Context: an optimization exercise on an open-source flow, tuned for small area. The choices shown serve that exercise and are no tape-out recipe.
In this exercise RTL edits were held to simulation tests only and were not proved equivalent to the original.
The clock port is modelled as an ideal driver, which makes a skipped or thinned clock tree look cheaper than it is; a real chip needs a root buffer or a tree.

==> job 1810 <==
==> flow/design.v (excerpt) <==
module top(
    input clk100Mhz, rst,
    input [2:0] btnRaw,
    output [15:13] led,
    output   [3:0] an,
    output   [6:0] seg,
    output         dp
    );
clock: 120.0 ns
lec_check: 0
cap_margin: 20
core_margin: 2
core_utilization: 40
place_density: 0.6
slew_margin: 20
standard.sh (not shown) runs the stock make flow with config.mk's settings and CLKGATE_MAP_FILE= SYNTH_SCRIPT=/design/flow/synth_recipe.tcl, a recipe that flattens the netlist after the stock synthesis.
==> flow/flow/run.sh <==
#!/bin/bash
# Standard synthesis, then an area re-mapping of the combinational logic (flip-flops
# untouched), then the standard layout with a minimum-size buffer on each port.
set -euo pipefail
W=$(pwd)
R=$W/orfs/results/$FLOW_PLATFORM/top/base
LIB=$FLOW_HOME/platforms/$FLOW_PLATFORM/lib/sky130_fd_sc_hd__tt_025C_1v80.lib
bash standard.sh synth > $W/synth.log 2>&1
cp $R/1_2_yosys.v $W/std_netlist.v
LIBF=$LIB INV=$W/std_netlist.v OUTV=$W/reopt_netlist.v ABCS=$W/flow/area.abc \
  yosys -c $W/flow/reopt.tcl > $W/reopt.log 2>&1
cp $W/reopt_netlist.v $R/1_2_yosys.v
rm -f $R/1_synth.odb $R/1_synth.sdc
export BUFFER_PORTS_ARGS="-buffer_cell sky130_fd_sc_hd__buf_1"
export CTS_ARGS="-repair_clock_nets -dont_use_dummy_load -buf_list sky130_fd_sc_hd__clkbuf_8 -root_buf sky130_fd_sc_hd__clkbuf_8 -sink_clustering_enable -sink_clustering_size 50 -sink_clustering_max_diameter 1000"
bash standard.sh > $W/layout.log 2>&1
==> flow/flow/area.abc <==
strash
&get -n
&deepsyn -T 30
&put
dch -f
amap
strash
dch -f
amap
topo
==> flow/flow/reopt.tcl <==
# Re-map the combinational logic of the standard synthesis for area.
# The flip-flops are kept as they are (same instances, names and cell types).
set lib $::env(LIBF)
yosys read_liberty -ignore_miss_func -ignore_miss_dir $lib
yosys read_verilog $::env(INV)
yosys hierarchy -top top
yosys setattr -mod -set keep_hierarchy 1 sky130_fd_sc_hd__df*
yosys flatten
yosys opt -purge
yosys setundef -zero
yosys abc -liberty $lib -dont_use sky130_fd_sc_hd__probe_p_8 -dont_use sky130_fd_sc_hd__probec_p_8 -dont_use sky130_fd_sc_hd__lpflow_bleeder_1 -dont_use sky130_fd_sc_hd__lpflow_clkbufkapwr_1 -dont_use sky130_fd_sc_hd__lpflow_clkbufkapwr_16 -dont_use sky130_fd_sc_hd__lpflow_clkbufkapwr_2 -dont_use sky130_fd_sc_hd__lpflow_clkbufkapwr_4 -dont_use sky130_fd_sc_hd__lpflow_clkbufkapwr_8 -dont_use sky130_fd_sc_hd__lpflow_clkinvkapwr_1 -dont_use sky130_fd_sc_hd__lpflow_clkinvkapwr_16 -dont_use sky130_fd_sc_hd__lpflow_clkinvkapwr_2 -dont_use sky130_fd_sc_hd__lpflow_clkinvkapwr_4 -dont_use sky130_fd_sc_hd__lpflow_clkinvkapwr_8 -dont_use sky130_fd_sc_hd__lpflow_decapkapwr_12 -dont_use sky130_fd_sc_hd__lpflow_decapkapwr_3 -dont_use sky130_fd_sc_hd__lpflow_decapkapwr_4 -dont_use sky130_fd_sc_hd__lpflow_decapkapwr_6 -dont_use sky130_fd_sc_hd__lpflow_decapkapwr_8 -dont_use sky130_fd_sc_hd__lpflow_inputiso0n_1 -dont_use sky130_fd_sc_hd__lpflow_inputiso0p_1 -dont_use sky130_fd_sc_hd__lpflow_inputiso1n_1 -dont_use sky130_fd_sc_hd__lpflow_inputiso1p_1 -dont_use sky130_fd_sc_hd__lpflow_inputisolatch_1 -dont_use sky130_fd_sc_hd__lpflow_isobufsrc_1 -dont_use sky130_fd_sc_hd__lpflow_isobufsrc_16 -dont_use sky130_fd_sc_hd__lpflow_isobufsrc_2 -dont_use sky130_fd_sc_hd__lpflow_isobufsrc_4 -dont_use sky130_fd_sc_hd__lpflow_isobufsrc_8 -dont_use sky130_fd_sc_hd__lpflow_isobufsrckapwr_16 -dont_use sky130_fd_sc_hd__lpflow_lsbuf_lh_hl_isowell_tap_1 -dont_use sky130_fd_sc_hd__lpflow_lsbuf_lh_hl_isowell_tap_2 -dont_use sky130_fd_sc_hd__lpflow_lsbuf_lh_hl_isowell_tap_4 -dont_use sky130_fd_sc_hd__lpflow_lsbuf_lh_isowell_4 -dont_use sky130_fd_sc_hd__lpflow_lsbuf_lh_isowell_tap_1 -dont_use sky130_fd_sc_hd__lpflow_lsbuf_lh_isowell_tap_2 -dont_use sky130_fd_sc_hd__lpflow_lsbuf_lh_isowell_tap_4  -script $::env(ABCS)
yosys opt_clean -purge
yosys hilomap -singleton -hicell sky130_fd_sc_hd__conb_1 HI -locell sky130_fd_sc_hd__conb_1 LO
yosys splitnets
yosys opt_clean -purge
yosys tee -o $::env(OUTV).stat stat -liberty $lib
yosys select -module top
yosys write_verilog -noattr -selected $::env(OUTV)
==> job 3270: changes against job 1810 <==
--- a/flow/design.v
+++ b/flow/design.v
@@ -30,33 +30,34 @@
             q <= {q[1:0], qf};
         end
     end
     wire pulse = ph1 & q[2] & ~q[1] & ~sel[0];
     reg [3:0] dcnt;
     reg [2:0] btnDb;
     wire diff = (btnRaw != btnDb);
-    wire upd = tick & diff & (dcnt == 4'd9);
+    wire dEnd = dcnt[3] & dcnt[0];    
+    wire upd = tick & diff & dEnd;
     always @(posedge clk100Mhz, posedge rst) begin
         if (rst) begin
             dcnt <= 0;
             btnDb <= 0;
         end
         else if (tick) begin
-            if (!diff || dcnt == 4'd9) dcnt <= 0;
+            if (!diff || dEnd) dcnt <= 0;
             else dcnt <= dcnt + 1'b1;
             if (upd) btnDb <= btnRaw;
         end
     end
     wire [2:0] rise = upd ? (btnRaw & ~btnDb) : 3'b000;
     reg [1:0] nxt, cState;
     reg       E;
     reg [3:0] step;
     reg [4:0] k;
-    wire kEnd = (k == 5'd24);
-    wire toNext = (cState == STOP) && (nxt == STOP) && pulse && E && (step == 4'd3) && (k == 5'd23);
+    wire kEnd = k[4] & k[3];    
+    wire toNext = (cState == STOP) && (nxt == STOP) && pulse && E && step[1] && step[0] && k[4] && k[2] && k[1] && k[0];
     reg [1:0] nxtN;
     always @(*) begin
         nxtN = nxt;
         case (nxt)
             IDLE: if (rise[0]) nxtN = WAIT;
             WAIT: if (rise[1]) nxtN = CNT;
             CNT:  if (rise[1]) nxtN = STOP;
@@ -74,15 +75,15 @@
         else begin
             nxt <= nxtN;
             cState <= nxt;
         end
     end
     wire idle = (cState == IDLE);
     wire stop = (cState == STOP);
-    wire timeout = stop && E && (step == 4'd3) && kEnd;
+    wire timeout = stop && E && step[1] && step[0] && kEnd;
     wire kInc = idle ? (E ? ph2 : ph9) : pulse;
     always @(posedge clk100Mhz, posedge rst) begin
         if (rst) begin
             E <= 0; step <= 0; k <= 0;
         end
         else if (!(idle || stop)) begin
             E <= 0; step <= 0; k <= 0;
@@ -99,31 +100,31 @@
             else k <= k + 1'b1;
         end
     end
     assign led = {cState == WAIT, cState == CNT, stop};
     reg [3:0] u, d0, d1;
     reg [2:0] d2;
     reg [1:0] d3;
-    wire wrap = (d3 == 2'd2) && (d2 == 3'd4) && (d1 == 4'd3) && (d0 == 4'd8) && (u == 4'd3);
+    wire wrap = d3[1] & d2[2] & d1[1] & d1[0] & d0[3] & u[1] & u[0];
     always @(posedge clk100Mhz, posedge rst) begin
         if (rst) begin
             u <= 0; d0 <= 0; d1 <= 0; d2 <= 0; d3 <= 0;
         end
         else if (pulse) begin
             if (cState == WAIT || (cState == CNT && wrap)) begin
                 u <= 0; d0 <= 0; d1 <= 0; d2 <= 0; d3 <= 0;
             end
             else if (cState == CNT) begin
-                if (u == 9) begin
+                if (u[3] & u[0]) begin
                     u <= 0;
-                    if (d0 == 9) begin
+                    if (d0[3] & d0[0]) begin
                         d0 <= 0;
-                        if (d1 == 9) begin
+                        if (d1[3] & d1[0]) begin
                             d1 <= 0;
-                            if (d2 == 5) begin
+                            if (d2[2] & d2[0]) begin
                                 d2 <= 0;
                                 d3 <= d3 + 1'b1;
                             end
                             else d2 <= d2 + 1'b1;
                         end
                         else d1 <= d1 + 1'b1;
                     end
@@ -140,26 +141,26 @@
             2'd1: digit = d1;
             2'd2: digit = {1'b0, d2};
             default: digit = {2'b00, d3};
         endcase
     end
     reg [6:0] segSW;
     always @(*) begin
-        case (digit)
+        casez (digit)
+            4'b1??0: segSW = 7'b000_0000;
+            4'b1??1: segSW = 7'b001_0000;
             4'd0: segSW = 7'b100_0000;
             4'd1: segSW = 7'b111_1001;
             4'd2: segSW = 7'b010_0100;
             4'd3: segSW = 7'b011_0000;
             4'd4: segSW = 7'b001_1001;
             4'd5: segSW = 7'b001_0010;
             4'd6: segSW = 7'b000_0010;
             4'd7: segSW = 7'b111_1000;
-            4'd8: segSW = 7'b000_0000;
-            4'd9: segSW = 7'b001_0000;
-            default: segSW = 7'b111_1111;
+            default: segSW = 7'b111_1000;
         endcase
     end
     reg [3:0] anIdle;
     reg [6:0] segIdle;
     always @(*) begin
         case (step)
             4'd0:  begin anIdle = 4'b1110; segIdle = 7'b111_1110; end
==> flow/flow/run.sh (replaced) <==
#!/bin/bash
# Standard synthesis; then the combinational logic is re-mapped for area with ABC
# (several random seeds, the smallest result kept; flip-flops untouched); then the
# standard layout with a minimum-size buffer on each port and a one-buffer clock tree.
set -euo pipefail
W=$(pwd)
R=$W/orfs/results/$FLOW_PLATFORM/top/base
LIB=$FLOW_HOME/platforms/$FLOW_PLATFORM/lib/sky130_fd_sc_hd__tt_025C_1v80.lib
bash standard.sh synth > $W/synth.log 2>&1
cp $R/1_2_yosys.v $W/std_netlist.v
mkdir -p $W/reopt
for S in 0 1 2 3 4 5 6 7; do
  sed "s/@S@/$S/; s/@T@/20/" $W/flow/area.abc.in > $W/reopt/area_$S.abc
done
ls $W/reopt/area_*.abc | sed 's/.*area_\([0-9]*\).abc/\1/' | \
  xargs -P ${NUM_CORES:-4} -I{} env LIBF=$LIB INV=$W/std_netlist.v OUTV=$W/reopt/net_{}.v \
  ABCS=$W/reopt/area_{}.abc sh -c 'yosys -c '$W'/flow/reopt.tcl > '$W'/reopt/log_{}.txt 2>&1 || true'
BEST=$(for f in $W/reopt/net_*.v.stat; do
  a=$(grep "Chip area" $f | head -1 | awk '{print $NF}'); echo "$a ${f%.stat}"; done | sort -g | head -1 | awk '{print $2}')
echo "best re-mapping: $BEST" > $W/reopt.log
cat $W/reopt/net_*.v.stat | grep "Chip area" >> $W/reopt.log
cp $BEST $R/1_2_yosys.v
rm -f $R/1_synth.odb $R/1_synth.sdc
export BUFFER_PORTS_ARGS="-buffer_cell sky130_fd_sc_hd__buf_1"
export CTS_ARGS="-repair_clock_nets -dont_use_dummy_load -buf_list sky130_fd_sc_hd__clkbuf_8 -root_buf sky130_fd_sc_hd__clkbuf_8 -sink_clustering_enable -sink_clustering_size 50 -sink_clustering_max_diameter 1000"
export POST_CTS_TCL=$W/flow/flat_clock.tcl
export FLAT_CLOCK_BUF=sky130_fd_sc_hd__clkbuf_2
bash standard.sh > $W/layout.log 2>&1
==> flow/flow/area.abc.in (new file) <==
strash
&get -n
&deepsyn -T @T@ -S @S@
&put
dch -f
amap
strash
dch -f
amap
topo
==> flow/flow/flat_clock.tcl (new file) <==
# POST_CTS hook: the root clock buffer only drives the few leaf buffers below it,
# so it is sized down to the smallest clock buffer; and the leaf buffer with the
# fewest sinks is merged into the nearest other leaf.
set db [ord::get_db]
set block [ord::get_db_block]
set clk_net [$block findNet clk100Mhz]
set root ""
foreach it [$clk_net getITerms] {
  set inst [$it getInst]
  if {[string match "*clkbuf*" [[$inst getMaster] getName]]} { set root $inst }
}
if {$root == ""} { error "no root clock buffer" }
$root swapMaster [$db findMaster $::env(FLAT_CLOCK_BUF)]
set root_net [[$root findITerm X] getNet]
set leaves {}
foreach it [$root_net getITerms] {
  set inst [$it getInst]
  if {$inst != $root && [string match "*clkbuf*" [[$inst getMaster] getName]]} { lappend leaves $inst }
}
if {[llength $leaves] > 1} {
  set small ""
  set nmin 100000
  foreach leaf $leaves {
    set n [llength [[[$leaf findITerm X] getNet] getITerms]]
    if {$n < $nmin} { set nmin $n; set small $leaf }
  }
  set sx [lindex [$small getLocation] 0]
  set sy [lindex [$small getLocation] 1]
  set best ""
  set dmin 1e18
  foreach leaf $leaves {
    if {$leaf == $small} { continue }
    set d [expr {abs([lindex [$leaf getLocation] 0] - $sx) + abs([lindex [$leaf getLocation] 1] - $sy)}]
    if {$d < $dmin} { set dmin $d; set best $leaf }
  }
  set small_net [[$small findITerm X] getNet]
  set best_net [[$best findITerm X] getNet]
  foreach it [$small_net getITerms] {
    if {[$it getInst] == $small} { continue }
    $it disconnect
    $it connect $best_net
  }
  odb::dbInst_destroy $small
  odb::dbNet_destroy $small_net
  $best_net setNonDefaultRule NULL
  puts "merged leaf clock buffer ([expr {$nmin - 1}] sinks) into [$best getName]"
}
detailed_placement
check_placement -verbose
- CORE_UTILIZATION: 40 -> 70
- PLACE_DENSITY: 0.6 -> 0.85
removed: flow/flow/area.abc
==> job 3415: changes against job 1810 <==
--- a/flow/flow/run.sh
+++ b/flow/flow/run.sh
@@ -8,9 +8,9 @@
 bash standard.sh synth > $W/synth.log 2>&1
 cp $R/1_2_yosys.v $W/std_netlist.v
 LIBF=$LIB INV=$W/std_netlist.v OUTV=$W/reopt_netlist.v ABCS=$W/flow/area.abc \
   yosys -c $W/flow/reopt.tcl > $W/reopt.log 2>&1
 cp $W/reopt_netlist.v $R/1_2_yosys.v
 rm -f $R/1_synth.odb $R/1_synth.sdc
 export BUFFER_PORTS_ARGS="-buffer_cell sky130_fd_sc_hd__buf_1"
-export CTS_ARGS="-repair_clock_nets -dont_use_dummy_load -buf_list sky130_fd_sc_hd__clkbuf_8 -root_buf sky130_fd_sc_hd__clkbuf_8 -sink_clustering_enable -sink_clustering_size 50 -sink_clustering_max_diameter 1000"
+export CTS_ARGS="-repair_clock_nets -dont_use_dummy_load -buf_list sky130_fd_sc_hd__clkbuf_16 -root_buf sky130_fd_sc_hd__clkbuf_16 -sink_clustering_enable -sink_clustering_size 50 -sink_clustering_max_diameter 1000"
 bash standard.sh > $W/layout.log 2>&1
==> job 3095: changes against job 1810 <==
--- a/flow/design.v
+++ b/flow/design.v
@@ -30,33 +30,34 @@
             q <= {q[1:0], qf};
         end
     end
     wire pulse = ph1 & q[2] & ~q[1] & ~sel[0];
     reg [3:0] dcnt;
     reg [2:0] btnDb;
     wire diff = (btnRaw != btnDb);
-    wire upd = tick & diff & (dcnt == 4'd9);
+    wire dEnd = dcnt[3] & dcnt[0];    
+    wire upd = tick & diff & dEnd;
     always @(posedge clk100Mhz, posedge rst) begin
         if (rst) begin
             dcnt <= 0;
             btnDb <= 0;
         end
         else if (tick) begin
-            if (!diff || dcnt == 4'd9) dcnt <= 0;
+            if (!diff || dEnd) dcnt <= 0;
             else dcnt <= dcnt + 1'b1;
             if (upd) btnDb <= btnRaw;
         end
     end
     wire [2:0] rise = upd ? (btnRaw & ~btnDb) : 3'b000;
     reg [1:0] nxt, cState;
     reg       E;
     reg [3:0] step;
     reg [4:0] k;
-    wire kEnd = (k == 5'd24);
-    wire toNext = (cState == STOP) && (nxt == STOP) && pulse && E && (step == 4'd3) && (k == 5'd23);
+    wire kEnd = k[4] & k[3];    
+    wire toNext = (cState == STOP) && (nxt == STOP) && pulse && E && step[1] && step[0] && k[4] && k[2] && k[1] && k[0];
     reg [1:0] nxtN;
     always @(*) begin
         nxtN = nxt;
         case (nxt)
             IDLE: if (rise[0]) nxtN = WAIT;
             WAIT: if (rise[1]) nxtN = CNT;
             CNT:  if (rise[1]) nxtN = STOP;
@@ -74,15 +75,15 @@
         else begin
             nxt <= nxtN;
             cState <= nxt;
         end
     end
     wire idle = (cState == IDLE);
     wire stop = (cState == STOP);
-    wire timeout = stop && E && (step == 4'd3) && kEnd;
+    wire timeout = stop && E && step[1] && step[0] && kEnd;
     wire kInc = idle ? (E ? ph2 : ph9) : pulse;
     always @(posedge clk100Mhz, posedge rst) begin
         if (rst) begin
             E <= 0; step <= 0; k <= 0;
         end
         else if (!(idle || stop)) begin
             E <= 0; step <= 0; k <= 0;
@@ -99,31 +100,31 @@
             else k <= k + 1'b1;
         end
     end
     assign led = {cState == WAIT, cState == CNT, stop};
     reg [3:0] u, d0, d1;
     reg [2:0] d2;
     reg [1:0] d3;
-    wire wrap = (d3 == 2'd2) && (d2 == 3'd4) && (d1 == 4'd3) && (d0 == 4'd8) && (u == 4'd3);
+    wire wrap = d3[1] & d2[2] & d1[1] & d1[0] & d0[3] & u[1] & u[0];
     always @(posedge clk100Mhz, posedge rst) begin
         if (rst) begin
             u <= 0; d0 <= 0; d1 <= 0; d2 <= 0; d3 <= 0;
         end
         else if (pulse) begin
             if (cState == WAIT || (cState == CNT && wrap)) begin
                 u <= 0; d0 <= 0; d1 <= 0; d2 <= 0; d3 <= 0;
             end
             else if (cState == CNT) begin
-                if (u == 9) begin
+                if (u[3] & u[0]) begin
                     u <= 0;
-                    if (d0 == 9) begin
+                    if (d0[3] & d0[0]) begin
                         d0 <= 0;
-                        if (d1 == 9) begin
+                        if (d1[3] & d1[0]) begin
                             d1 <= 0;
-                            if (d2 == 5) begin
+                            if (d2[2] & d2[0]) begin
                                 d2 <= 0;
                                 d3 <= d3 + 1'b1;
                             end
                             else d2 <= d2 + 1'b1;
                         end
                         else d1 <= d1 + 1'b1;
                     end
@@ -140,26 +141,26 @@
             2'd1: digit = d1;
             2'd2: digit = {1'b0, d2};
             default: digit = {2'b00, d3};
         endcase
     end
     reg [6:0] segSW;
     always @(*) begin
-        case (digit)
+        casez (digit)
+            4'b1??0: segSW = 7'b000_0000;
+            4'b1??1: segSW = 7'b001_0000;
             4'd0: segSW = 7'b100_0000;
             4'd1: segSW = 7'b111_1001;
             4'd2: segSW = 7'b010_0100;
             4'd3: segSW = 7'b011_0000;
             4'd4: segSW = 7'b001_1001;
             4'd5: segSW = 7'b001_0010;
             4'd6: segSW = 7'b000_0010;
             4'd7: segSW = 7'b111_1000;
-            4'd8: segSW = 7'b000_0000;
-            4'd9: segSW = 7'b001_0000;
-            default: segSW = 7'b111_1111;
+            default: segSW = 7'b111_1000;
         endcase
     end
     reg [3:0] anIdle;
     reg [6:0] segIdle;
     always @(*) begin
         case (step)
             4'd0:  begin anIdle = 4'b1110; segIdle = 7'b111_1110; end
==> flow/flow/run.sh (replaced) <==
#!/bin/bash
# Standard synthesis; then the combinational logic is re-mapped for area with ABC
# (several random seeds, the smallest result kept; flip-flops untouched); then the
# standard layout with a minimum-size buffer on each port and a one-buffer clock tree.
set -euo pipefail
W=$(pwd)
R=$W/orfs/results/$FLOW_PLATFORM/top/base
LIB=$FLOW_HOME/platforms/$FLOW_PLATFORM/lib/sky130_fd_sc_hd__tt_025C_1v80.lib
bash standard.sh synth > $W/synth.log 2>&1
cp $R/1_2_yosys.v $W/std_netlist.v
mkdir -p $W/reopt
for S in 0 1 2 3 4 5 6 7; do
  sed "s/@S@/$S/; s/@T@/20/" $W/flow/area.abc.in > $W/reopt/area_$S.abc
done
ls $W/reopt/area_*.abc | sed 's/.*area_\([0-9]*\).abc/\1/' | \
  xargs -P ${NUM_CORES:-4} -I{} env LIBF=$LIB INV=$W/std_netlist.v OUTV=$W/reopt/net_{}.v \
  ABCS=$W/reopt/area_{}.abc sh -c 'yosys -c '$W'/flow/reopt.tcl > '$W'/reopt/log_{}.txt 2>&1 || true'
BEST=$(for f in $W/reopt/net_*.v.stat; do
  a=$(grep "Chip area" $f | head -1 | awk '{print $NF}'); echo "$a ${f%.stat}"; done | sort -g | head -1 | awk '{print $2}')
echo "best re-mapping: $BEST" > $W/reopt.log
cat $W/reopt/net_*.v.stat | grep "Chip area" >> $W/reopt.log
cp $BEST $R/1_2_yosys.v
rm -f $R/1_synth.odb $R/1_synth.sdc
export BUFFER_PORTS_ARGS="-buffer_cell sky130_fd_sc_hd__buf_1"
export CTS_ARGS="-repair_clock_nets -dont_use_dummy_load -buf_list sky130_fd_sc_hd__clkbuf_8 -root_buf sky130_fd_sc_hd__clkbuf_8 -sink_clustering_enable -sink_clustering_size 50 -sink_clustering_max_diameter 1000"
bash standard.sh > $W/layout.log 2>&1
==> flow/flow/area.abc.in (new file) <==
strash
&get -n
&deepsyn -T @T@ -S @S@
&put
dch -f
amap
strash
dch -f
amap
topo
removed: flow/flow/area.abc
==> summary of the runs <==
- Against job 3095, the core utilization of job 1810 is lower by 0.68 points.
- Between job 3415 and job 1810, the lower cell count is in job 1810 (gap 2.0%, measured against job 1810).
- Setup slack: job 3270 > job 3415 > job 3095 > job 1810.
- The highest synthesized area belongs to job 3415, the lowest to job 3095.

[afterwards: timing with drivers on the ports]
No port has a modelled driver above. Below, the same layouts with a new extraction and two added sets of constraints. Step 1 (the two cells are an assumption about what drives the block):
set clk [get_ports {clk100Mhz}]
set_driving_cell -lib_cell sky130_fd_sc_hd__clkbuf_16 $clk
set_driving_cell -lib_cell sky130_fd_sc_hd__buf_2 [delete_from_list [all_inputs] $clk]
Step 2 times the ports against the registers' clock, not the clock port: input delays grow and output delays shrink by t, the midpoint of the rising clock arrivals with the driver on. Three values: ideal, step 1, step 2; two values: the first two.
| run | t (ns) | setup slack, ns | hold WS [ns] | pins driven straight from the clock port |
|---|---|---|---|---|
| job 1810 | 0.314 | 92.687 / 92.660 / 92.974 | 0.426 / 0.426 / 0.426 | 1 |
| job 3270 | 0.375 | 93.269 / 93.248 / 93.623 | 0.399 / 0.399 / 0.399 | 1 |
| job 3415 | 0.311 | 93.249 / 93.215 / 93.526 | 0.398 / 0.398 / 0.398 | 1 |
| job 3095 | 0.318 | 93.222 / 93.195 / 93.513 | 0.410 / 0.410 / 0.410 | 1 |
After both steps setup and hold are still met in every run listed.
